This is an optimization exercise on Yosys and OpenROAD, whose aim is small area, not a production implementation. Only simulation tests tie the RTL to the original design; equivalence was not proved. Power and IR drop assume default switching activity. The flow treats the clock pin as an ideal source, which a real chip does not have.

// cic_filter
module cic_filter #(
    parameter INPUT_WIDTH  = 5,
    parameter R            = 16,
    parameter N            = 15,
    parameter M            = 1,
    parameter INTERNAL_WIDTH = INPUT_WIDTH + N * $clog2(R*M)
)(
    input  wire                          clk,
    input  wire                          rst_n,
    input  wire                          in_valid,
    input  wire signed [INPUT_WIDTH-1:0] in_data,
    output reg                           out_valid,
    output wire signed [INTERNAL_WIDTH-1:0] out_data
);
For scale: ~6,100 cells after synthesis, ~0.097 mm² of cells after synthesis.
export LEC_CHECK = 0
export CAP_MARGIN = 20
export CORE_MARGIN = 2
export CORE_UTILIZATION = 70
export CTS_BUF_LIST = sky130_fd_sc_hd__clkbuf_8
export PLACE_DENSITY = 0.72
export SLEW_MARGIN = 20
create_clock -name core_clock -period 15.0 [get_ports {clk}]
standard.sh (not shown) runs the stock make flow with config.mk's settings and CLKGATE_MAP_FILE= SYNTH_SCRIPT=/design/flow/synth_recipe.tcl, a recipe that flattens the netlist after the stock synthesis.
==> flow/flow/run.sh <==
#!/bin/bash
# The standard layout (standard.sh), with two changes:
#  - clock tree synthesis uses larger sink clusters and adds no dummy loads;
#  - the port buffers are the smallest buffer cell.
# Each tool's full output is in the ORFS logs under orfs/logs; make's own
# output is in standard.log.
export CTS_ARGS="-sink_clustering_enable -repair_clock_nets -dont_use_dummy_load -buf_list sky130_fd_sc_hd__clkbuf_8 -sink_clustering_size 18 -sink_clustering_max_diameter 45"
export BUFFER_PORTS_ARGS="-buffer_cell sky130_fd_sc_hd__buf_1"
bash standard.sh > standard.log 2>&1
The baseline passed the timing, DRC and antenna checks.
Rerun with:
--- a/flow/flow/run.sh
+++ b/flow/flow/run.sh
@@ -6,3 +6,3 @@
 # output is in standard.log.
-export CTS_ARGS="-sink_clustering_enable -repair_clock_nets -dont_use_dummy_load -buf_list sky130_fd_sc_hd__clkbuf_8 -sink_clustering_size 18 -sink_clustering_max_diameter 45"
+export CTS_ARGS="-sink_clustering_enable -repair_clock_nets -dont_use_dummy_load -buf_list sky130_fd_sc_hd__clkbuf_8 -sink_clustering_size 20 -sink_clustering_max_diameter 60"
 export BUFFER_PORTS_ARGS="-buffer_cell sky130_fd_sc_hd__buf_1"
The new run went through all stages and came out clean.
Clock skew drops by 59 ps.
Wire length is about the same.
Clock-buffer cell count drops by 36.
Worst setup slack is better by 16 ps.
Via count goes down by 0.47%.
Register-to-register slack improves by 20 ps.
Synthesized area is unchanged.
Rerun with:
--- a/flow/flow/run.sh
+++ b/flow/flow/run.sh
@@ -6,3 +6,3 @@
 # output is in standard.log.
-export CTS_ARGS="-sink_clustering_enable -repair_clock_nets -dont_use_dummy_load -buf_list sky130_fd_sc_hd__clkbuf_8 -sink_clustering_size 20 -sink_clustering_max_diameter 60"
+export CTS_ARGS="-sink_clustering_enable -repair_clock_nets -dont_use_dummy_load -buf_list sky130_fd_sc_hd__clkbuf_8 -sink_clustering_size 16 -sink_clustering_max_diameter 50"
 export BUFFER_PORTS_ARGS="-buffer_cell sky130_fd_sc_hd__buf_1"
Final area grows by about 0.55%.
Power goes up by 1.3%.
Wire length goes up by 0.49%.
Via count increases by 0.52%.
Fmax came out lower by 1.6%.
Non-clock buffer count stays the same.

---

cic_filter, a different RTL version from the one above (not shown whole).
Size in the first run: ~6200 cells after synthesis.
export LEC_CHECK = 0
export CAP_MARGIN = 20
export CORE_MARGIN = 2
export CORE_UTILIZATION = 60
export CTS_BUF_LIST = sky130_fd_sc_hd__clkbuf_16
export SLEW_MARGIN = 20
create_clock -name core_clock -period 15.0 [get_ports {clk}]
==> flow/flow/run.sh <==
#!/bin/bash
# The standard layout, with clock tree synthesis set to larger sink clusters
# and no dummy loads. Each tool's output is in the ORFS logs under orfs/logs.
export CTS_ARGS="-sink_clustering_enable -repair_clock_nets -dont_use_dummy_load -buf_list sky130_fd_sc_hd__clkbuf_16 -sink_clustering_size 30 -sink_clustering_max_diameter 100"
bash standard.sh > standard.log 2>&1
Next try:
==> flow/flow/run.sh (replaced) <==
#!/bin/bash
# The standard layout (standard.sh), with two changes:
#  - clock tree synthesis uses larger sink clusters and adds no dummy loads;
#  - the port buffers are the smallest buffer cell.
# Each tool's full output is in the ORFS logs under orfs/logs; make's own
# output is in standard.log.
export CTS_ARGS="-sink_clustering_enable -repair_clock_nets -dont_use_dummy_load -buf_list sky130_fd_sc_hd__clkbuf_16 -sink_clustering_size 30 -sink_clustering_max_diameter 100"
export BUFFER_PORTS_ARGS="-buffer_cell sky130_fd_sc_hd__buf_1"
bash standard.sh > standard.log 2>&1
Outcome:
- total power barely changes
- clock skew fell by 30 ps
- wire length rose by 0.42%
- design area fell by 0.44%
- die area does not change
- non-clock buffer count fell by 1
- count of clock-buffer cells in the layout is unchanged
- synthesized area stays the same
- sequential power barely changes
- first-iteration DRC count rose by 7.6%
Next try:
==> flow/flow/run.sh (replaced) <==
#!/bin/bash
# The standard layout, with clock tree synthesis set to larger sink clusters
# and no dummy loads. Each tool's output is in the ORFS logs under orfs/logs.
export CTS_ARGS="-sink_clustering_enable -repair_clock_nets -dont_use_dummy_load -buf_list sky130_fd_sc_hd__clkbuf_8 -sink_clustering_size 16 -sink_clustering_max_diameter 80"
bash standard.sh > standard.log 2>&1
--- a/flow/config.mk
+++ b/flow/config.mk
@@ -11 +11 @@
-export CTS_BUF_LIST = sky130_fd_sc_hd__clkbuf_16
+export CTS_BUF_LIST = sky130_fd_sc_hd__clkbuf_8
What happened:
- hold slack gets better by 3.7 ps
- worst setup slack gets worse by 67 ps
- global-route usage went up by 0.23 points
- clock-buffer cell count went up by 100
- design area went up by about 0.5%
- synthesized area is unchanged
- combinational power stays flat
- non-clock buffer count went up by 1

-- afterwards: timing with drivers on the ports --
The flow's constraints put no driver on any port. The routed layouts listed below were extracted and timed again, unchanged, in two steps. Step 1 assumes that a clkbuf_16 drives the clock port and a buf_2 every other input. Step 2 also shifts input and output timing later by t, the mid clock arrival at the registers, as if the neighbouring blocks saw the same clock. Slacks: no drivers / after step 1 / after step 2; pairs: no drivers / after step 1.
run	t, ns	slack for setup (ns)	latest minus earliest clock arrival (ns)	worst register clock-pin slew, ns
the first run of note 1	0.928	3.551 / 3.551 / 3.551	0.150 / 0.149	0.11 / 0.11
the second run of note 1	0.953	3.567 / 3.567 / 3.567	0.112 / 0.112	0.12 / 0.12
the third run of note 1	0.956	3.381 / 3.381 / 3.381	0.125 / 0.126	0.10 / 0.10
the first run of note 2	0.802	2.813 / 2.813 / 2.813	0.116 / 0.116	0.11 / 0.11
the second run of note 2	0.803	2.878 / 2.878 / 2.878	0.125 / 0.124	0.11 / 0.11
the third run of note 2	0.983	2.811 / 2.811 / 2.811	0.094 / 0.095	0.11 / 0.11
After both steps every run listed still meets setup and hold.
